Background: an optimization exercise with open tools, aiming at small area. Do not read the settings as production practice.
At most, simulation tests tie the RTL to the original design; equivalence was not proved.
For runs 3 and 4, only the layout was checked, not whether the RTL still works.
Power figures rest on the tool's default switching activity, not on a simulated workload.

[flow/run.sh]
#!/bin/bash
# synth_recipe.tcl (not shown) runs the flow's synth.tcl, then flattens the netlist and writes it again
# the make line also repeats each setting of config.mk as NAME=value (left out here)
make -C /OpenROAD-flow-scripts/flow DESIGN_CONFIG=/design/flow/config.mk WORK_HOME=/design/flow/orfs CLKGATE_MAP_FILE= SYNTH_SCRIPT=/design/flow/synth_recipe.tcl finish
[flow/constraint.sdc]
create_clock -name core_clock -period 5.0 [get_ports {clock}]
set_input_delay 1.0000 -clock core_clock [delete_from_list [all_inputs] [get_ports {clock}]]
set_output_delay 1.0000 -clock core_clock [all_outputs]
set_load 0.01 [all_outputs]
[flow/config.mk]
export PLATFORM = sky130hd
export DESIGN_NAME = router_top
export DESIGN_NICKNAME = router_top
export VERILOG_FILES = /design/flow/design.v
export SDC_FILE = /design/flow/constraint.sdc
export NUM_CORES = 4
export LEC_CHECK = 0
export CAP_MARGIN = 20
export CORE_MARGIN = 2
export CORE_UTILIZATION = 40
export CTS_BUF_LIST = sky130_fd_sc_hd__clkbuf_4
export CTS_CLUSTER_SIZE = 20
export GPL_TIMING_DRIVEN = 0
export SLEW_MARGIN = 20
[flow/design.v]
module router_fifo(
    input            clock,
    input            resetn,
    input            write_enb,
    input            soft_reset,
    input            read_enb,
    input            hdr_in,         
    input      [7:0] data_in,
    output           empty,
    output           full,
    output reg [7:0] data_out);
    reg  [7:0] mem [0:15];
    reg [15:0] hdr;
    reg        wrapped;              
    reg  [4:0] rd_ptr, wr_ptr;
    reg  [6:0] cnt_m1;               
    wire eq_lo = (rd_ptr[3:0] == wr_ptr[3:0]);
    assign empty = eq_lo & (rd_ptr[4] == wr_ptr[4]);
    assign full  = eq_lo & (rd_ptr[4] != wr_ptr[4]);
    wire clr = ~resetn | soft_reset;
    wire we  = write_enb & ~full;
    wire [15:0] wsel = 16'd1 << wr_ptr[3:0];
    wire [15:0] rsel = 16'd1 << rd_ptr[3:0];
    integer i;
    always @(posedge clock) begin
        for (i = 0; i < 16; i = i + 1)
            if (we & wsel[i]) mem[i] <= data_in;
    end
    always @(posedge clock) begin
        for (i = 0; i < 16; i = i + 1)
            if (we & wsel[i]) hdr[i] <= hdr_in;
    end
    always @(posedge clock) begin
        if (clr) begin
            wr_ptr  <= 5'd0;
            wrapped <= 1'b0;
        end else if (we) begin
            wr_ptr <= wr_ptr + 5'd1;
            if (&wr_ptr[3:0]) wrapped <= 1'b1;
        end
    end
    wire rvalid = wrapped | (rd_ptr[3:0] < wr_ptr[3:0]);
    reg [7:0] rdata;
    reg       rhdr;
    always @(*) begin
        rdata = 8'd0;
        rhdr  = 1'b0;
        for (i = 0; i < 16; i = i + 1) begin
            rdata = rdata | (mem[i] & {8{rsel[i]}});
            rhdr  = rhdr | (hdr[i] & rsel[i]);
        end
    end
    wire cnt_zero = &cnt_m1;
    wire rd_ok    = read_enb & ~empty;
    wire do_read  = rd_ok & ~cnt_zero & ~soft_reset;
    wire rd_data  = do_read & rvalid;
    always @(posedge clock) begin
        if (!resetn) begin
            data_out <= 8'd0;
            rd_ptr   <= 5'd0;
        end else begin
            data_out <= rd_data ? rdata : 8'd0;
            if (do_read) rd_ptr <= rd_ptr + 5'd1;
        end
    end
    always @(posedge clock) begin
        if (clr) cnt_m1 <= 7'h7f;
        else if (rhdr & rvalid) cnt_m1 <= {1'b0, rdata[7:2]};
        else if (rd_ok) cnt_m1 <= cnt_m1 - 7'd1;
    end
endmodule
module router_fsm(
    input        clock,
    input        resetn,
    input        pkt_valid,
    input        parity_done,
    input  [1:0] data_in,
    input        soft_reset,
    input        fifo_full,
    input        low_pkt_valid,
    input        fifo_empty_0,
    input        fifo_empty_1,
    input        fifo_empty_2,
    output       busy,
    output       detect_add,
    output       ld_state,
    output       laf_state,
    output       full_state,
    output       write_enb_reg,
    output       rst_int_reg,
    output       lfd_state);
    localparam DECODE_ADDRESS     = 3'b000,
               LOAD_FIRST_DATA    = 3'b001,
               LOAD_DATA          = 3'b010,
               LOAD_PARITY        = 3'b011,
               FIFO_FULL_STATE    = 3'b100,
               LOAD_AFTER_FULL    = 3'b101,
               WAIT_TILL_EMPTY    = 3'b110,
               CHECK_PARITY_ERROR = 3'b111;
    reg [2:0] state, next_state;
    reg [1:0] addr;
    always @(posedge clock) begin
        if (!resetn) addr <= 2'd0;
        else addr <= data_in;
    end
    always @(posedge clock) begin
        if (!resetn | soft_reset) state <= DECODE_ADDRESS;
        else state <= next_state;
    end
    reg empty_in, empty_addr;
    always @(*) begin
        case (data_in)
            2'd0: empty_in = fifo_empty_0;
            2'd1: empty_in = fifo_empty_1;
            default: empty_in = fifo_empty_2;
        endcase
        case (addr)
            2'd0: empty_addr = fifo_empty_0;
            2'd1: empty_addr = fifo_empty_1;
            2'd2: empty_addr = fifo_empty_2;
            default: empty_addr = 1'b0;
        endcase
    end
    wire take_hdr = pkt_valid & (data_in != 2'd3);
    always @(*) begin
        case (state)
            DECODE_ADDRESS:     next_state = !take_hdr ? DECODE_ADDRESS :
                                             empty_in ? LOAD_FIRST_DATA : WAIT_TILL_EMPTY;
            LOAD_FIRST_DATA:    next_state = LOAD_DATA;
            LOAD_DATA:          next_state = fifo_full ? FIFO_FULL_STATE :
                                             !pkt_valid ? LOAD_PARITY : LOAD_DATA;
            LOAD_PARITY:        next_state = CHECK_PARITY_ERROR;
            FIFO_FULL_STATE:    next_state = fifo_full ? FIFO_FULL_STATE : LOAD_AFTER_FULL;
            LOAD_AFTER_FULL:    next_state = parity_done ? DECODE_ADDRESS :
                                             low_pkt_valid ? LOAD_PARITY : LOAD_DATA;
            WAIT_TILL_EMPTY:    next_state = empty_addr ? LOAD_FIRST_DATA : WAIT_TILL_EMPTY;
            default:            next_state = fifo_full ? FIFO_FULL_STATE : DECODE_ADDRESS;
        endcase
    end
    assign detect_add    = (state == DECODE_ADDRESS);
    assign lfd_state     = (state == LOAD_FIRST_DATA);
    assign ld_state      = (state == LOAD_DATA);
    assign full_state    = (state == FIFO_FULL_STATE);
    assign laf_state     = (state == LOAD_AFTER_FULL);
    assign rst_int_reg   = (state == CHECK_PARITY_ERROR);
    assign busy          = ~(detect_add | ld_state);
    assign write_enb_reg = ld_state | (state == LOAD_PARITY) | laf_state;
endmodule
module router_reg(
    input            clock,
    input            resetn,
    input            pkt_valid,
    input      [7:0] data_in,
    input            fifo_full,
    input            rst_int_reg,
    input            detect_add,
    input            ld_state,
    input            laf_state,
    input            lfd_state,
    output reg       parity_done,
    output reg       low_pkt_valid,
    output reg       err,
    output reg [7:0] dout);
    reg [7:0] fifo_full_state;
    reg [7:0] internal_parity;
    reg [7:0] packet_parity;
    wire take_hdr = detect_add & pkt_valid & (data_in[1:0] != 2'b11);
    always @(posedge clock) begin
        if (!resetn) dout <= 8'd0;
        else if (take_hdr | (ld_state & ~fifo_full)) dout <= data_in;
        else if (laf_state) dout <= fifo_full_state;
    end
    always @(posedge clock) begin
        if (!resetn) fifo_full_state <= 8'd0;
        else if (ld_state & fifo_full) fifo_full_state <= data_in;
    end
    always @(posedge clock) begin
        if (!resetn) parity_done <= 1'b0;
        else if ((ld_state & ~fifo_full & ~pkt_valid) | (laf_state & low_pkt_valid)) parity_done <= 1'b1;
        else if (detect_add) parity_done <= 1'b0;
    end
    always @(posedge clock) begin
        if (!resetn | rst_int_reg) low_pkt_valid <= 1'b0;
        else if (~pkt_valid & ld_state) low_pkt_valid <= 1'b1;
    end
    always @(posedge clock) begin
        if (!resetn) err <= 1'b0;
        else err <= parity_done & (internal_parity != packet_parity);
    end
    always @(posedge clock) begin
        if (!resetn) packet_parity <= 8'd0;
        else if ((ld_state & ~pkt_valid & ~fifo_full) | (laf_state & low_pkt_valid & parity_done))
            packet_parity <= data_in;
        else if ((~pkt_valid & rst_int_reg) | detect_add)
            packet_parity <= 8'd0;
    end
    always @(posedge clock) begin
        if (!resetn) internal_parity <= 8'd0;
        else if (lfd_state) internal_parity <= dout;
        else if (ld_state & pkt_valid) internal_parity <= internal_parity ^ data_in;
        else if (~pkt_valid & rst_int_reg) internal_parity <= 8'd0;
    end
endmodule
module router_sync(
    input            clock,
    input            resetn,
    input      [1:0] data_in,
    input            detect_add,
    input            write_enb_reg,
    input            read_enb_0, read_enb_1, read_enb_2,
    input            empty_0, empty_1, empty_2,
    input            full_0, full_1, full_2,
    output     [2:0] write_enb,
    output reg       fifo_full,
    output reg       soft_reset_0, soft_reset_1, soft_reset_2);
    reg [1:0] sel;
    always @(posedge clock) begin
        if (!resetn) sel <= 2'd0;
        else if (detect_add) sel <= data_in;
    end
    always @(*) begin
        case (sel)
            2'd0: fifo_full = full_0;
            2'd1: fifo_full = full_1;
            2'd2: fifo_full = full_2;
            default: fifo_full = 1'b0;
        endcase
    end
    assign write_enb[0] = write_enb_reg & (sel == 2'd0);
    assign write_enb[1] = write_enb_reg & (sel == 2'd1);
    assign write_enb[2] = write_enb_reg & (sel == 2'd2);
    reg [4:0] count0, count1, count2;
    wire wait0 = ~empty_0 & ~read_enb_0;
    wire wait1 = ~empty_1 & ~read_enb_1;
    wire wait2 = ~empty_2 & ~read_enb_2;
    wire hit0 = (count0 == 5'd29);
    wire hit1 = (count1 == 5'd29);
    wire hit2 = (count2 == 5'd29);
    always @(posedge clock) begin
        if (!resetn | ~wait0 | hit0) count0 <= 5'd0;
        else count0 <= count0 + 5'd1;
        soft_reset_0 <= resetn & wait0 & hit0;
    end
    always @(posedge clock) begin
        if (!resetn | ~wait1 | hit1) count1 <= 5'd0;
        else count1 <= count1 + 5'd1;
        soft_reset_1 <= resetn & wait1 & hit1;
    end
    always @(posedge clock) begin
        if (!resetn | ~wait2 | hit2) count2 <= 5'd0;
        else count2 <= count2 + 5'd1;
        soft_reset_2 <= resetn & wait2 & hit2;
    end
endmodule
module router_top(
    input        clock,
    input        resetn,
    input        read_enb_0,
    input        read_enb_1,
    input        read_enb_2,
    input  [7:0] data_in,
    input        pkt_valid,
    output [7:0] data_out_0,
    output [7:0] data_out_1,
    output [7:0] data_out_2,
    output       valid_out_0,
    output       valid_out_1,
    output       valid_out_2,
    output       error,
    output       busy
);
    wire [2:0] write_enb;
    wire [7:0] dout;
    wire empty_0, empty_1, empty_2, full_0, full_1, full_2;
    wire soft_reset_0, soft_reset_1, soft_reset_2;
    wire fifo_full, parity_done, low_pkt_valid;
    wire detect_add, ld_state, laf_state, full_state, write_enb_reg, rst_int_reg, lfd_state;
    reg hdr_next;
    always @(posedge clock) begin
        if (!resetn) hdr_next <= 1'b0;
        else hdr_next <= lfd_state;
    end
    router_fsm fsm(.clock(clock), .resetn(resetn), .pkt_valid(pkt_valid),
                   .parity_done(parity_done), .data_in(data_in[1:0]),
                   .soft_reset(soft_reset_0 | soft_reset_1 | soft_reset_2),
                   .fifo_full(fifo_full), .low_pkt_valid(low_pkt_valid),
                   .fifo_empty_0(empty_0), .fifo_empty_1(empty_1), .fifo_empty_2(empty_2),
                   .busy(busy), .detect_add(detect_add), .ld_state(ld_state), .laf_state(laf_state),
                   .full_state(full_state), .write_enb_reg(write_enb_reg), .rst_int_reg(rst_int_reg),
                   .lfd_state(lfd_state));
    router_sync sync(.clock(clock), .resetn(resetn), .data_in(data_in[1:0]),
                     .detect_add(detect_add), .write_enb_reg(write_enb_reg),
                     .read_enb_0(read_enb_0), .read_enb_1(read_enb_1), .read_enb_2(read_enb_2),
                     .empty_0(empty_0), .empty_1(empty_1), .empty_2(empty_2),
                     .full_0(full_0), .full_1(full_1), .full_2(full_2),
                     .write_enb(write_enb), .fifo_full(fifo_full),
                     .soft_reset_0(soft_reset_0), .soft_reset_1(soft_reset_1), .soft_reset_2(soft_reset_2));
    router_reg regs(.clock(clock), .resetn(resetn), .pkt_valid(pkt_valid), .data_in(data_in),
                    .fifo_full(fifo_full), .rst_int_reg(rst_int_reg), .detect_add(detect_add),
                    .ld_state(ld_state), .laf_state(laf_state), .lfd_state(lfd_state),
                    .parity_done(parity_done), .low_pkt_valid(low_pkt_valid),
                    .err(error), .dout(dout));
    router_fifo fifo_0(.clock(clock), .resetn(resetn), .write_enb(write_enb[0]), .soft_reset(soft_reset_0),
                       .read_enb(read_enb_0), .hdr_in(hdr_next), .data_in(dout),
                       .empty(empty_0), .full(full_0), .data_out(data_out_0));
    router_fifo fifo_1(.clock(clock), .resetn(resetn), .write_enb(write_enb[1]), .soft_reset(soft_reset_1),
                       .read_enb(read_enb_1), .hdr_in(hdr_next), .data_in(dout),
                       .empty(empty_1), .full(full_1), .data_out(data_out_1));
    router_fifo fifo_2(.clock(clock), .resetn(resetn), .write_enb(write_enb[2]), .soft_reset(soft_reset_2),
                       .read_enb(read_enb_2), .hdr_in(hdr_next), .data_in(dout),
                       .empty(empty_2), .full(full_2), .data_out(data_out_2));
    assign valid_out_0 = ~empty_0;
    assign valid_out_1 = ~empty_1;
    assign valid_out_2 = ~empty_2;
endmodule
==> metrics.md, run 1 <==
| Metric | Value |
|---|---|
| WL final | 62.9 mm |
| Worst hold path type | primary input to register |
| Async SR Flop Fraction | 0 |
| Chip width | 246 um |
| Initial Util | 0.405 |
| Buffers on Ports | 39 |
| EDFF count, synth | 432 |
| Switching share of power | 0.300 |
| Cts hold-fix bufs | 0 |
| Core Area | 0.0577 mm2 |
| Layout Cells excl Fill | 2804 |
| CP arrival | 3.40 ns |
| Worst VDD drop | 0.235 mV |
| Post-DR wirelength/cell | 22.4 um |
| Clk slew on worst S/H paths | 0.07 ns |
| Setup Skew | 0.0534 ns |
| CP Max Fanout | 10 |
| Reg-to-reg slack, setup | 0.81 ns |
| Placed cells | 2545 |
| DIE HEIGHT | 246 um |
| Slew @ Worst Pin | 1.28 ns |
| CTS max path bufs | 3 |
| Crit path max-delay family | buffers and inverters |
| Antenna violations before repair | 1 |
| Yosys reg bits | 571 |
| P per Cell Area | 456 mW/mm2 |
| Largest net degree at the start of global routing | 44 |
| Number of buffers created by CTS | 151 |
| Ports | 43 |
| Syn nets | 1798 |
| Crit path required time | 4.00 ns |
| Tmin final | 4.40 ns |
| Combinational Power Share | 0.184 |
| Final setup TNS | 0 ns |
| CTS sink count | 571 |
| Startpoint Class | register |
| Pre-antenna DRT Iters | 6 |
| Postcts setup bufs | 0 |
| Vias in the first global route | 16.1k |
| Root Driver | clkbuf_4 |
| Yosys cell types | 71 |
| Avg Synthesized Cell Area | 13.5 um2 |
| Via-per-instance ratio | 5.67 |
| # H-tree levels | 4 |
| Final worst path period share | 0.881 |
| Ys flop type | edfxtp_1 |
| Critical path, cell by cell | clkbuf_1 > inv_1 > ha_1 > nand4_1 > or2_2 > clkdlybuf4s50_1 |
| Outcome | timing/DRC/antenna clean |
| Total power | 0.0123 W |
| First-pass GRT wire length | 94.9 mm |
| Final slew viol count | 0 |
| Psw | 0.00368 W |
| Element type at the critical path end | output port |
| Pleak | 9.42 nW |
| GRT Resource Usage Total | 0.211 |
| DRC viols | 0 |
| Clock Power Share | 0.333 |
| # setup viols final | 0 |
| Final-stage net count | 2008 |
| Layout fillers | 5236 |
| Final ANT Viol Nets | 0 |
| CTS resizes | 0 |
| P&R area growth vs syn | 15.4% |
| Final hold vios | 0 |
| Die area | 0.0603 mm2 |
| Mapped Cells | 1724 |
| Ys Warns | 6 |
| RSZ-0062 raised after global routing | false |
| Slew HR | 0.122 |
| Largest stage delay, worst path | 0.50 ns |
| Seq pwr share | 0.483 |
| Pint | 0.00860 W |
| Max-Cap Viols | 0 |
| Slowest stage cell on the critical path | clkdlybuf4s50_1 |
| Post-synthesis sequential area ratio | 0.674 |
| FP Rows | 88 |
| Mapped Area | 0.0234 mm2 |
| Share of cells above drive strength 1 | 0.173 |
| Initial DRC count | 1582 |
| GR Overflow Total | 0 |
| CTS tree | yes |
| CP bufs+invs | 3 |
| Via Count | 15.9k |
| GP Congestion | 0.832 |
| Kind of critical path | register to output port |
| Post-DP HPWL | 41.1 mm |
| Fmax | 0.227 GHz |
| Worst-Skew Late Latency | 0.96 ns |
==> per-stage QoR <==
| step | setup slack [ns] | utilization | cell area [um2] | hold WS (ns) |
|---|---|---|---|---|
| global placement | 0.425 | 0.428 | 24700 | 0.445 |
| CTS | 0.520 | 0.467 | 26900 | 0.333 |
| finish | 0.596 | 0.467 | 27000 | 0.431 |
| global route | 0.372 | 0.467 | 27000 | 0.341 |
| floorplan | 1.96 | - | 23400 | 0.431 |
| detailed placement | 0.865 | 0.434 | 25000 | 0.459 |
==> layout by cell type, fill, tap and decap left out, types with 27 or more instances in the layout <==
cell type | netlist | routed
edfxtp_1 | 432 | 432
clkbuf_4 | 0 | 226
dfxtp_1 | 139 | 130
nand2_1 | 125 | 125
nor2_1 | 113 | 104
nand3_1 | 64 | 64
ha_1 | 60 | 60
a22oi_1 | 57 | 57
clkbuf_1 | 56 | 56
o21ai_0 | 52 | 52
a21oi_1 | 42 | 42
clkdlybuf4s50_1 | 0 | 39
inv_1 | 35 | 35
a221oi_1 | 33 | 33
mux2i_1 | 30 | 30
nor2b_1 | 29 | 29
xnor2_1 | 29 | 29
xor2_1 | 28 | 28
a222oi_1 | 28 | 28
and3_1 | 27 | 27
==> flip-flops by register name (all words and copies together), names as in the netlist, 16 cells and up <==
| register | flops |
|---|---|
| fifo_2.hdr | 16 |
| fifo_2.mem | 128 |
| fifo_0.hdr | 16 |
| fifo_1.hdr | 16 |
| fifo_1.mem | 128 |
| fifo_0.mem | 128 |
==> synth_stat cells, types with 9 or more instances <==
cell type | instances | area (um2)
nor2_1 | 113 | 424
a22o_1 | 17 | 149
nor4_1 | 9 | 56.3
a222oi_1 | 28 | 280
buf_1 | 15 | 56.3
o21ai_0 | 52 | 260
mux2i_1 | 30 | 300
ha_1 | 60 | 751
buf_2 | 24 | 120
inv_1 | 35 | 131
nand2_1 | 125 | 469
a31oi_1 | 16 | 100
a221o_1 | 19 | 190
and2_1 | 18 | 113
edfxtp_1 | 432 | 13000
nor3_1 | 26 | 130
nand3_1 | 64 | 320
mux2_2 | 21 | 236
a22oi_1 | 57 | 428
clkbuf_1 | 56 | 210
o211a_1 | 12 | 120
a211oi_1 | 19 | 143
nand4_1 | 23 | 144
xnor2_1 | 29 | 254
a21oi_1 | 42 | 210
a32oi_1 | 9 | 78.8
nor2b_1 | 29 | 181
a41oi_1 | 9 | 78.8
dfxtp_1 | 139 | 2780
and3_1 | 27 | 169
xor2_1 | 28 | 245
a221oi_1 | 33 | 289
==> worst min-delay path, delay by kind of cell <==
| kind | cells | cell delay [ns] |
|---|---|---|
| simple gates | 1 | 0.08 |
| compound gates | 1 | 0.06 |
| buf+inv | 1 | 0.18 |
==> cells by family (layout without fill, tap and decap cells) <==
family,after synthesis,count (layout),share of synthesized area
other,0,1,0
buffers and inverters,137,451,0.0239
XOR/XNOR,57,57,0.0214
flip-flops,571,571,0.674
AO/OA/AOI/OAI,370,370,0.120
AND/OR/NAND/NOR,472,472,0.0988
adder cells (fa/ha/maj),60,60,0.0321
multiplexers,57,57,0.0288
==> per-layer routing <==
layer,up-vias,routed length [um],share of wire,GRT usage
li1,7188,-,-,-
met1,7905,27000,0.43,0.278
met2,684,29200,0.47,0.331
met3,124,4990,0.079,0.0565
met4,0,1650,0.026,0.0799
met5,-,0,0,0
==> final timing paths <==
kind                                       start              to  cells after the start
worst max-delay path            fifo_0.wr_ptr[3]     valid_out_0                      6
worst min-delay path                  data_in[0]     sync.sel[0]                      3
worst max register to register  fifo_0.wr_ptr[3]   fifo_0.hdr[8]                      9
worst min register to register    sync.count1[0]  sync.count1[0]                      1
==> power groups by stage <==
stage | Combinational [W] | Clock, W | Sequential (W)
finish | 0.00226 | 0.00409 | 0.00594
global route | 0.00245 | 0.00444 | 0.00596
CTS | 0.00224 | 0.00418 | 0.00593
detailed placement | 0.00222 | 0 | 0.00603
global placement | 0.00183 | 0 | 0.00626
floorplan | 0.00126 | 0 | 0.00599
==> final cells by class <==
class                   instances  area, um2  share of cell area
multi-input cells            1016       7100               0.263
plain buffers                  99        417              0.0155
clock buffers                 226       1700              0.0629
clock inverters                31        218             0.00807
well taps                     765        957              0.0355
inverters                      38        143             0.00529
diodes                          1       2.50           0.0000928
repair buffers                 57        662              0.0245
flip-flops and latches        571      15800               0.585
==> run 2: changes to the inputs <==
--- a/flow/config.mk
+++ b/flow/config.mk
@@ -8,7 +8,4 @@
 export CAP_MARGIN = 20
 export CORE_MARGIN = 2
 export CORE_UTILIZATION = 40
-export CTS_BUF_LIST = sky130_fd_sc_hd__clkbuf_4
-export CTS_CLUSTER_SIZE = 20
-export GPL_TIMING_DRIVEN = 0
 export SLEW_MARGIN = 20
==> metrics.md, run 2 <==
| Metric | Value |
|---|---|
| Outcome | timing/DRC/antenna clean |
| CTS sink count | 571 (unchanged) |
| Async SR Flop Fraction | 0 (unchanged) |
| WHS | 0.469 ns (+0.0385 ns) |
| Final hold vios | 0 (unchanged) |
| Mux cell area share after synthesis | 0.0288 (unchanged) |
| Mapped Cells | 1724 (unchanged) |
| RSZ-0062 raised after global routing | false |
| Fmax | 0.264 GHz (+16%) |
| Postcts setup bufs | 0 (unchanged) |
| Via-per-instance ratio | 5.75 (+1.3%) |
| Initial Util | 0.405 (unchanged) |
| Element type at the critical path end | output port |
| Final-stage net count | 1833 (-8.7%) |
| Antenna violations before repair | 0 (-1) |
| Ys flop type | edfxtp_1 |
| Compound-cell area share of the yosys netlist | 0.120 (unchanged) |
| Layout fillers | 5121 (-2.2%) |
| Number of buffers created by CTS | 58 (-62%) |
| Crit path required time | 4.00 ns (about the same) |
| Final Util | 0.460 (-0.00724) |
| Post-DP HPWL | 35.9 mm (-13%) |
| Post-DR wirelength/cell | 22.8 um (+1.5%) |
| Synth Area in Simple Gates | 0.0988 (unchanged) |
| Mapped Area | 0.0234 mm2 (unchanged) |
| GRT Resource Usage Total | 0.195 (-0.0152) |
| Chip width | 246 um (unchanged) |
| Pleak | 9.03 nW (-4.2%) |
| Xor/xnor cell area share of the yosys netlist | 0.0214 (unchanged) |
| EDFF count, synth | 432 (unchanged) |
| Share of cells above drive strength 1 | 0.103 (-0.0703) |
| Final ANT Viol Nets | 0 (unchanged) |
| Cts hold-fix bufs | 0 (unchanged) |
| Diode count | 0 (-1) |
| Worst VDD drop | 0.397 mV (+69%) |
| # H-tree levels | 2 (-2) |
| Reg2reg start | fsm.state[2] |
| DIE HEIGHT | 246 um (unchanged) |
| Worst hold start | fifo_0.wrapped |
| Slew @ Worst Pin | 1.09 ns (-0.197 ns) |
| Clk slew on worst S/H paths | 0.06 ns (about the same) |
| Syn nets | 1798 (unchanged) |
| Synth top area cells | edfxtp_1 (56%), dfxtp_1 (12%), ha_1 (3.2%) |
| Avg Synthesized Cell Area | 13.5 um2 (unchanged) |
| Tmin final | 3.79 ns (-0.618 ns) |
| # setup viols final | 0 (unchanged) |
| Final worst path period share | 0.757 (-0.124) |
| Largest regs | fifo_0.mem x128, fifo_1.mem x128, fifo_2.mem x128 |
| Largest family of logic cells by synthesized area | compound AO/OA/AOI/OAI gates |
| Worst hold path type | register to register |
| Kind of critical path | register to output port |
| Crit path from | fifo_1.wr_ptr[2] |
| Post-route cell area | 0.0265 mm2 (-1.5%) |
| CTS resizes | 0 (unchanged) |
| P per Cell Area | 470 mW/mm2 (+3.1%) |
| GP Congestion | 0.860 (+3.4%) |
| Yosys reg bits | 571 (unchanged) |
| First-pass GRT wire length | 90.5 mm (-4.7%) |
| WL final | 58.6 mm (-6.8%) |
| Most instantiated cells after synthesis | edfxtp_1 (432), dfxtp_1 (139), nand2_1 (125) |
| Placement Cell Area | 0.0246 mm2 (-1.8%) |
| Worst-Skew Late Latency | 0.61 ns (-0.35 ns) |
| Pre-antenna DRT Iters | 6 (unchanged) |
| Buffers on Ports | 42 (+7.7%) |
| CTS max path bufs | 3 (unchanged) |
| Max-Cap Viols | 0 (unchanged) |
| CP Max Fanout | 12 (+2) |
| Setup Skew | 0.0151 ns (-0.0383 ns) |
| Startpoint Class | register |
| GR Overflow Total | 0 (unchanged) |
| Post-synthesis share of cell area spent on full adders, half adders and majority gates | 0.0321 (unchanged) |
| FP Rows | 88 (unchanged) |
| Initial DRC count | 1551 (-2.0%) |
| P&R area growth vs syn | 13.7% |
| Most common cell in the netlist | edfxtp_1 |
| DRC viols | 0 (unchanged) |
| Slew HR | 0.275 (+0.153) |
| Die area | 0.0603 mm2 (unchanged) |
| Most common cell after layout, fill and taps aside | edfxtp_1 |
| Most frequent cells in the layout | edfxtp_1 (432), dfxtp_1 (128), nand2_1 (125) |
| Post-synthesis sequential area ratio | 0.674 (unchanged) |
| Vias in the first global route | 14.6k (-9.7%) |
| Yosys cell types | 71 (unchanged) |
| Final setup TNS | 0 ns (unchanged) |
| Multi-input logic area | 0.00706 mm2 (-0.60%) |
| Area leader, netlist | edfxtp_1 |
| Root Driver | clkbuf_16 |
| Area share of the largest cell type after synthesis | 0.555 (unchanged) |
| Via Count | 14.8k (-7.0%) |
| CP arrival | 2.79 ns (-0.61 ns) |
| Final slew viol count | 0 (unchanged) |
| Register Area | 0.0158 mm2 (about the same) |
| Ys Warns | 6 (unchanged) |
| Core Area | 0.0577 mm2 (unchanged) |
| CTS tree | yes |
| Largest net degree at the start of global routing | 56 (+27%) |
| Ports | 43 (unchanged) |
[run 2: path summary, 6_finish.rpt]
kind,to,slack (ns),depth (start not counted)
worst min register to register,fifo_0.wrapped,0.47,2
worst min-delay path,fifo_0.wrapped,0.47,2
worst max register to register,fifo_2.mem[6][3],1.55,5
worst max-delay path,valid_out_1,1.21,5
[run 2: stage by stage]
stage          total power [W]  setup WS, ns  std cells
4_1_cts                 0.0125          1.19       2573
5_1_grt                 0.0130          1.09       2573
6_report                0.0125          1.21       2573
3_3_place_gp           0.00810          1.60       2464
3_5_place_dp           0.00815          1.57       2464
2_1_floorplan          0.00726          1.96       1724
[run 2: cell families (layout without fill, tap and decap cells)]
family          Yosys count  count (layout)
compound gates          370             370
xor+xnor                 57              57
fa+ha+maj                60              60
buf+inv                 137             221
flops                   571             571
mux                      57              57
simple gates            472             472
[run 2: critical path: stages, from the launching register on]
cell and delay [ns]:
dfxtp_1 0.51, inv_1 0.19, ha_1 0.35, nand4_1 0.20, or2_2 0.42, clkdlybuf4s50_1 0.51
[run 2: power by group]
part           internal, W  switching, W  leakage [nW]  total [W]
combinational     0.000699       0.00131          2.96    0.00200
sequential         0.00563      0.000428          5.11    0.00605
clock              0.00257       0.00184         0.955    0.00441
[run 2: area by class of cell]
class | count | area share
clock buffer | 74 | 0.0616
clock inverter | 35 | 0.0119
inverter | 38 | 0.00537
multi-input combinational | 1016 | 0.266
sequential | 571 | 0.594
tap | 765 | 0.0361
timing repair buffer | 74 | 0.0247
[run 2: layer usage]
metal	vias to the layer above	global-route usage	routed length [um]
met4	0	0.0408	947
li1	6730	-	-
met3	64	0.0335	3930
met1	7464	0.278	25900
met5	-	0	0
met2	527	0.314	27700
==> run 3: changes to the inputs <==
--- a/flow/design.v
+++ b/flow/design.v
@@ -40,16 +40,29 @@
         end
     end
     wire rvalid = wrapped | (rd_ptr[3:0] < wr_ptr[3:0]);
-    reg [7:0] rdata;
-    reg       rhdr;
-    always @(*) begin
-        rdata = 8'd0;
-        rhdr  = 1'b0;
-        for (i = 0; i < 16; i = i + 1) begin
-            rdata = rdata | (mem[i] & {8{rsel[i]}});
-            rhdr  = rhdr | (hdr[i] & rsel[i]);
+    wire [8:0] rword [0:15];
+    wire [8:0] rbit;
+    genvar b, k;
+    generate
+        for (k = 0; k < 16; k = k + 1) begin : g_word
+            assign rword[k] = {hdr[k], mem[k]};
         end
-    end
+        for (b = 0; b < 9; b = b + 1) begin : g_bit
+            wire [5:0] t;
+            for (k = 0; k < 5; k = k + 1) begin : g_grp
+                router_aoi222 u_aoi(.a(rword[3*k][b]), .sa(rsel[3*k]),
+                                    .b(rword[3*k+1][b]), .sb(rsel[3*k+1]),
+                                    .c(rword[3*k+2][b]), .sc(rsel[3*k+2]), .y(t[k]));
+            end
+            assign t[5] = ~(rword[15][b] & rsel[15]);
+            wire h0, h1;
+            router_nand3 u_n0(.a(t[0]), .b(t[1]), .c(t[2]), .y(h0));
+            router_nand3 u_n1(.a(t[3]), .b(t[4]), .c(t[5]), .y(h1));
+            assign rbit[b] = h0 | h1;
+        end
+    endgenerate
+    wire [7:0] rdata = rbit[7:0];
+    wire       rhdr  = rbit[8];
     wire cnt_zero = &cnt_m1;
     wire rd_ok    = read_enb & ~empty;
     wire do_read  = rd_ok & ~cnt_zero & ~soft_reset;
@@ -69,6 +82,12 @@
         else if (rd_ok) cnt_m1 <= cnt_m1 - 7'd1;
     end
 endmodule
+module router_aoi222(input a, input sa, input b, input sb, input c, input sc, output y);
+    assign y = ~((a & sa) | (b & sb) | (c & sc));
+endmodule
+module router_nand3(input a, input b, input c, output y);
+    assign y = ~(a & b & c);
+endmodule
 module router_fsm(
     input        clock,
     input        resetn,
--- a/flow/config.mk
+++ b/flow/config.mk
@@ -9,3 +9,5 @@
 export CORE_MARGIN = 2
 export CORE_UTILIZATION = 40
 export SLEW_MARGIN = 20
+export SYNTH_HIERARCHICAL = 1
+export SYNTH_MINIMUM_KEEP_SIZE = 0
==> metrics.md, run 3 <==
| Metric | Value |
|---|---|
| # setup viols final | 0 (unchanged) |
| GRT Resource Usage Total | 0.181 (-0.0145) |
| Post-DR wirelength/cell | 21.3 um (-6.6%) |
| Total power | 0.0120 W (-4.0%) |
| Max-Cap Viols | 0 (unchanged) |
| Antenna violations before repair | 0 (unchanged) |
| Most common cell after layout, fill and taps aside | edfxtp_1 |
| Vias in the first global route | 13.5k (-7.3%) |
| CP bufs+invs | 4 (+2) |
| Initial DRC count | 1369 (-12%) |
| CTS tree | yes |
| Largest net degree at the start of global routing | 52 (-7.1%) |
| Crit path required time | 4.00 ns (about the same) |
| CTS max path bufs | 3 (unchanged) |
| Postcts setup bufs | 0 (unchanged) |
| WL final | 52.3 mm (-11%) |
| Mapped Cells | 1591 (-7.7%) |
| Cts hold-fix bufs | 0 (unchanged) |
| Pleak | 8.75 nW (-3.1%) |
| P per Cell Area | 469 mW/mm2 (-0.15%) |
| Crit path max-delay family | buffers and inverters |
| WHS | 0.463 ns (-0.00642 ns) |
| Number of buffers created by CTS | 57 (-1.7%) |
| GP Congestion | 0.836 (-2.8%) |
| Largest stage delay, worst path | 0.48 ns (-0.03 ns) |
| Fmax | 0.262 GHz (-0.91%) |
| Ports | 43 (unchanged) |
| DRC viols | 0 (unchanged) |
| Diode count | 0 (unchanged) |
| Final setup TNS | 0 ns (unchanged) |
| Syn nets | 1665 (-7.4%) |
| P&R area growth vs syn | 14.0% |
| Buffers on Ports | 42 (unchanged) |
| Die area | 0.0579 mm2 (-4.0%) |
| Startpoint Class | register |
| CP Max Fanout | 9 (-3) |
| Final hold vios | 0 (unchanged) |
| GR Overflow Total | 0 (unchanged) |
| Root Driver | clkbuf_16 |
| Via Count | 13.7k (-7.1%) |
| Largest regs | fifo_0.mem x128, fifo_1.mem x128, fifo_2.mem x128 |
| CTS sink count | 571 (unchanged) |
| # H-tree levels | 2 (unchanged) |
| Kind of critical path | register to output port |
| Via-per-instance ratio | 5.58 (-2.8%) |
| Chip width | 241 um (-2.0%) |
| Slew HR | 0.276 (+0.000516) |
| Ys Warns | 13 (+7) |
| Critical path, cell by cell | inv_1 > ha_1 > and4_1 > nand2_1 > inv_1 > inv_1 > clkdlybuf4s50_1 |
| Post-DP HPWL | 33.0 mm (-8.0%) |
| Initial Util | 0.406 (+0.000913) |
| Final worst path period share | 0.764 (+0.00692) |
| Clk slew on worst S/H paths | 0.06 ns (about the same) |
| Worst-Skew Late Latency | 0.61 ns (about the same) |
| Final ANT Viol Nets | 0 (unchanged) |
| Most frequent cells in the layout | edfxtp_1 (432), nor2_1 (170), a222oi_1 (135) |
| Core Area | 0.0552 mm2 (-4.3%) |
| Mapped Area | 0.0224 mm2 (-4.1%) |
| Worst hold path type | register to register |
| Slowest stage cell on the critical path | dfxtp_1 |
| CP dominant cell by count | inv_1 |
| RSZ-0062 raised after global routing | false |
| Final-stage net count | 1738 (-5.2%) |
| Tmin final | 3.82 ns (+0.0346 ns) |
| DIE HEIGHT | 241 um (-2.0%) |
| Pre-antenna DRT Iters | 12 (+6) |
| Setup Skew | 0.0283 ns (+0.0132 ns) |
| Slew @ Worst Pin | 1.08 ns (-0.00907 ns) |
| Final slew viol count | 0 (unchanged) |
| Avg Synthesized Cell Area | 14.1 um2 (+3.9%) |
| Outcome | timing/DRC/antenna clean |
| Worst VDD drop | 0.308 mV (-22%) |
| Share of cells above drive strength 1 | 0.0759 (-0.0269) |
| Element type at the critical path end | output port |
| FP Rows | 86 (-2.3%) |
| CTS resizes | 0 (unchanged) |
| First-pass GRT wire length | 79.6 mm (-12%) |
| CP arrival | 2.82 ns (+0.03 ns) |
-- run 3: per-stage QoR --
stage	std cells	area, um2	utilization	setup WS (ns)
6_report	2460	25500	0.462	1.18
3_3_place_gp	2353	23600	0.428	1.92
3_5_place_dp	2353	23600	0.428	1.84
2_1_floorplan	1591	22400	-	2.25
4_1_cts	2460	25500	0.462	1.18
5_1_grt	2460	25500	0.462	1.04
-- run 3: area by class of cell --
type / count / area (um2)
flip-flops and latches: 571 / 15800
well taps: 748 / 936
repair buffers: 55 / 513
inverters: 49 / 184
fillers: 4844 / 29700
multi-input cells: 930 / 6230
clock buffers: 71 / 1540
clock inverters: 36 / 340
-- run 3: report_power, final --
group | switching [W] | total [W] | internal (W)
Sequential | 0.000640 | 0.00635 | 0.00571
Clock | 0.00178 | 0.00427 | 0.00250
Combinational | 0.000833 | 0.00135 | 0.000514
-- run 3: routing by layer --
layer  vias to the layer above  GRT usage  routed length, um
met5                         -          0                  0
met4                         0     0.0687               1600
met3                        86     0.0275               2980
met2                       434      0.293              24800
met1                      6860      0.246              22900
li1                       6359          -                  -
-- run 3: worst paths after layout --
kind | cells past startpoint | endpoint | from | slack, ns
setup / recovery | 7 | valid_out_1 | fifo_1.wr_ptr[3] | 1.18
hold / removal | 1 | sync.count2[0] | sync.count2[0] | 0.46
setup reg to reg | 7 | fifo_0.mem[6][0] | fsm.state[0] | 1.87
hold reg to reg | 1 | sync.count2[0] | sync.count2[0] | 0.46
==> run 4: changes to the inputs <==
==> flow/flow/run.sh (new file) <==
#!/bin/bash
# The standard ORFS layout (standard.sh) with two steps given their own arguments:
# - clock tree: mid-size clock buffers (clkbuf_8) in clusters of up to 17 sinks
#   and no dummy loads, instead of clkbuf_16 with dummy loads;
# - port buffers: every input and output port still gets a buffer, a buf_1.
# All output goes to standard.log here; ORFS's per-step logs are under orfs/logs.
set -euo pipefail
export CTS_ARGS="-sink_clustering_enable -repair_clock_nets -dont_use_dummy_load -buf_list sky130_fd_sc_hd__clkbuf_8 -sink_clustering_size 17 -sink_clustering_max_diameter 80"
export BUFFER_PORTS_ARGS="-buffer_cell sky130_fd_sc_hd__buf_1"
bash standard.sh > standard.log 2>&1
==> flow/standard.sh (new file) <==
#!/bin/bash
# synth_recipe.tcl (not shown) runs the flow's synth.tcl, then flattens the netlist and writes it again
# the make line also repeats each setting of config.mk as NAME=value (left out here)
make -C /OpenROAD-flow-scripts/flow DESIGN_CONFIG=/design/flow/config.mk WORK_HOME=/design/flow/orfs CLKGATE_MAP_FILE= SYNTH_SCRIPT=/design/flow/synth_recipe.tcl "${@:-finish}"
--- a/flow/config.mk
+++ b/flow/config.mk
@@ -7,7 +7,8 @@
 export LEC_CHECK = 0
 export CAP_MARGIN = 20
 export CORE_MARGIN = 2
-export CORE_UTILIZATION = 40
+export CORE_UTILIZATION = 60
+export PLACE_DENSITY = 0.75
 export SLEW_MARGIN = 20
 export SYNTH_HIERARCHICAL = 1
 export SYNTH_MINIMUM_KEEP_SIZE = 0
removed: flow/run.sh
==> metrics.md, run 4 <==
| Metric | Value |
|---|---|
| Avg Synthesized Cell Area | 14.1 um2 (unchanged) |
| Fmax | 0.285 GHz (+9.0%) |
| Chip width | 197 um (-18%) |
| Antenna violations before repair | 0 (unchanged) |
| Most frequent cells in the layout | edfxtp_1 (432), nor2_1 (170), a222oi_1 (135) |
| Slew @ Worst Pin | 1.10 ns (+0.0220 ns) |
| Kind of critical path | register to output port |
| WL final | 49.0 mm (-6.4%) |
| DRC viols | 0 (unchanged) |
| Final setup TNS | 0 ns (unchanged) |
| Cts hold-fix bufs | 0 (unchanged) |
| P per Cell Area | 413 mW/mm2 (-12%) |
| Final Util | 0.643 (+0.180) |
| Final-stage net count | 1719 (-1.1%) |
| Fin worst setup slack | 1.50 ns (+0.317 ns) |
| Tmin final | 3.50 ns (-0.317 ns) |
| RSZ-0062 raised after global routing | false |
| Post-DR wirelength/cell | 23.2 um (+9.1%) |
| Crit path required time | 4.00 ns (about the same) |
| Largest net degree at the start of global routing | 55 (+5.8%) |
| GR Overflow Total | 0 (unchanged) |
| Core Area | 0.0367 mm2 (-34%) |
| CP arrival | 2.50 ns (-0.32 ns) |
| Pre-antenna DRT Iters | 9 (-3) |
| Postcts setup bufs | 0 (unchanged) |
| Largest regs | fifo_0.mem x128, fifo_1.mem x128, fifo_2.mem x128 |
| Worst-Skew Late Latency | 0.62 ns (about the same) |
| CP Max Fanout | 9 (unchanged) |
| Post-DP HPWL | 31.1 mm (-5.8%) |
| Slew HR | 0.267 (-0.00912) |
| Initial Util | 0.610 (+0.205) |
| Final ANT Viol Nets | 0 (unchanged) |
| Number of buffers created by CTS | 39 (-32%) |
| Final slew viol count | 0 (unchanged) |
| FP Rows | 70 (-19%) |
| Placement Cell Area | 0.0230 mm2 (-2.6%) |
| DIE HEIGHT | 197 um (-18%) |
| Pleak | 8.01 nW (-8.4%) |
| Via-per-instance ratio | 6.51 (+17%) |
| Buffers on Ports | 42 (unchanged) |
| Via Count | 13.7k (+0.015%) |
| Setup Skew | 0.0412 ns (+0.0129 ns) |
| # H-tree levels | 2 (unchanged) |
| Die area | 0.0389 mm2 (-33%) |
| First-pass GRT wire length | 76.3 mm (-4.2%) |
| Worst VDD drop | 0.355 mV (+15%) |
| CTS tree | yes |
| Syn nets | 1665 (unchanged) |
| Element type at the critical path end | output port |
| GRT Resource Usage Total | 0.255 (+0.0743) |
| Initial DRC count | 1872 (+37%) |
| Vias in the first global route | 13.4k (-0.63%) |
| Pre-CTS WS | 1.65 ns (-0.189 ns) |
| Max-Cap Viols | 0 (unchanged) |
| GP Congestion | 0.903 (+8.0%) |
| Final hold vios | 0 (unchanged) |
| # setup viols final | 0 (unchanged) |
| P&R area growth vs syn | 5.32% |
| Diode count | 0 (unchanged) |
| CTS resizes | 0 (unchanged) |
| Total power | 0.00975 W (-19%) |
| Post-route cell area | 0.0236 mm2 (-7.6%) |
| Outcome | timing/DRC/antenna clean |
| Ports | 43 (unchanged) |
| Share of cells above drive strength 1 | 0.0511 (-0.0248) |
| Ys Warns | 13 (unchanged) |
| Root Driver | clkbuf_8 |
| Worst hold path type | register to register |
| Most common cell after layout, fill and taps aside | edfxtp_1 |
| CTS sink count | 571 (unchanged) |
| Startpoint Class | register |
| Mapped Cells | 1591 (unchanged) |
| CTS max path bufs | 3 (unchanged) |
| Final worst path period share | 0.701 (-0.0634) |
| Mapped Area | 0.0224 mm2 (unchanged) |
| Clk slew on worst S/H paths | 0.12 ns (+0.06 ns) |
run 4: worst max-delay path: stages, from the launching register on:
cell and delay, ns:
dfxtp_1 0.49, inv_1 0.16, ha_1 0.37, and4_1 0.28
nand2_1 0.11, inv_1 0.29, inv_1 0.07, buf_1 0.13
run 4: stage by stage:
| stage | std cells | hold WS, ns |
|---|---|---|
| after detailed placement | 2071 | 0.463 |
| after global placement | 2071 | 0.444 |
| after floorplan | 1591 | 0.433 |
| final | 2111 | 0.476 |
| after CTS | 2110 | 0.478 |
| after global routing | 2111 | 0.497 |
run 4: power by group:
group | internal, W | total, W | switching, W
combinational | 0.000495 | 0.00136 | 0.000867
clock | 0.000706 | 0.00206 | 0.00136
sequential | 0.00570 | 0.00632 | 0.000622
run 4: final cells by class:
type | instances | area, um2
Sequential cell | 571 | 15800
Fill cell | 2683 | 13100
Multi-Input combinational cell | 930 | 6240
Tap cell | 468 | 586
Clock buffer | 39 | 537
Timing Repair Buffer | 54 | 269
Inverter | 49 | 184
run 4: worst paths after layout:
kind / start / endpoint / slack (ns) / depth (start not counted)
max: fifo_0.wr_ptr[3] / valid_out_0 / 1.50 / 7
min reg2reg: regs.fifo_full_state[4] / regs.fifo_full_state[4] / 0.48 / 2
min: regs.fifo_full_state[4] / regs.fifo_full_state[4] / 0.48 / 2
max reg2reg: fsm.state[0] / fifo_0.mem[9][7] / 1.58 / 8
run 4: layer usage:
metal	track usage	vias to the layer above	routed length [um]
li1	-	6259	-
met1	0.356	6830	20600
met2	0.422	565	23800
met3	0.0343	87	3290
met4	0.0783	0	1320
met5	0	-	0

==> separate check: timing with driven ports <==
In the flow no input, the clock included, has a driving cell. The finished layouts below were timed again as built, in two steps. Step 1 assumes that a clkbuf_16 drives the clock port and a buf_2 every other input. Step 2 times the ports against the registers' clock, not the clock port: input delays grow and output delays shrink by t, the midpoint of the rising clock arrivals with the driver on. Slacks: ideal / step 1 / step 2; pairs: ideal / step 1.
run | t, ns | setup slack, ns | latest minus earliest clock arrival (ns) | worst slew at a driven data input, ns
run 1 | 1.000 | 0.596 / 0.537 / 0.808 | 0.078 / 0.078 | 0.05
run 2 | 0.666 | 1.214 / 1.155 / 1.545 | 0.016 / 0.016 | 0.03
run 3 | 0.652 | 1.179 / 1.125 / 1.777 | 0.031 / 0.032 | 0.12
run 4 | 0.643 | 1.496 / 1.449 / 1.583 | 0.044 / 0.043 | 0.03
After both steps setup and hold are still met in every run listed.
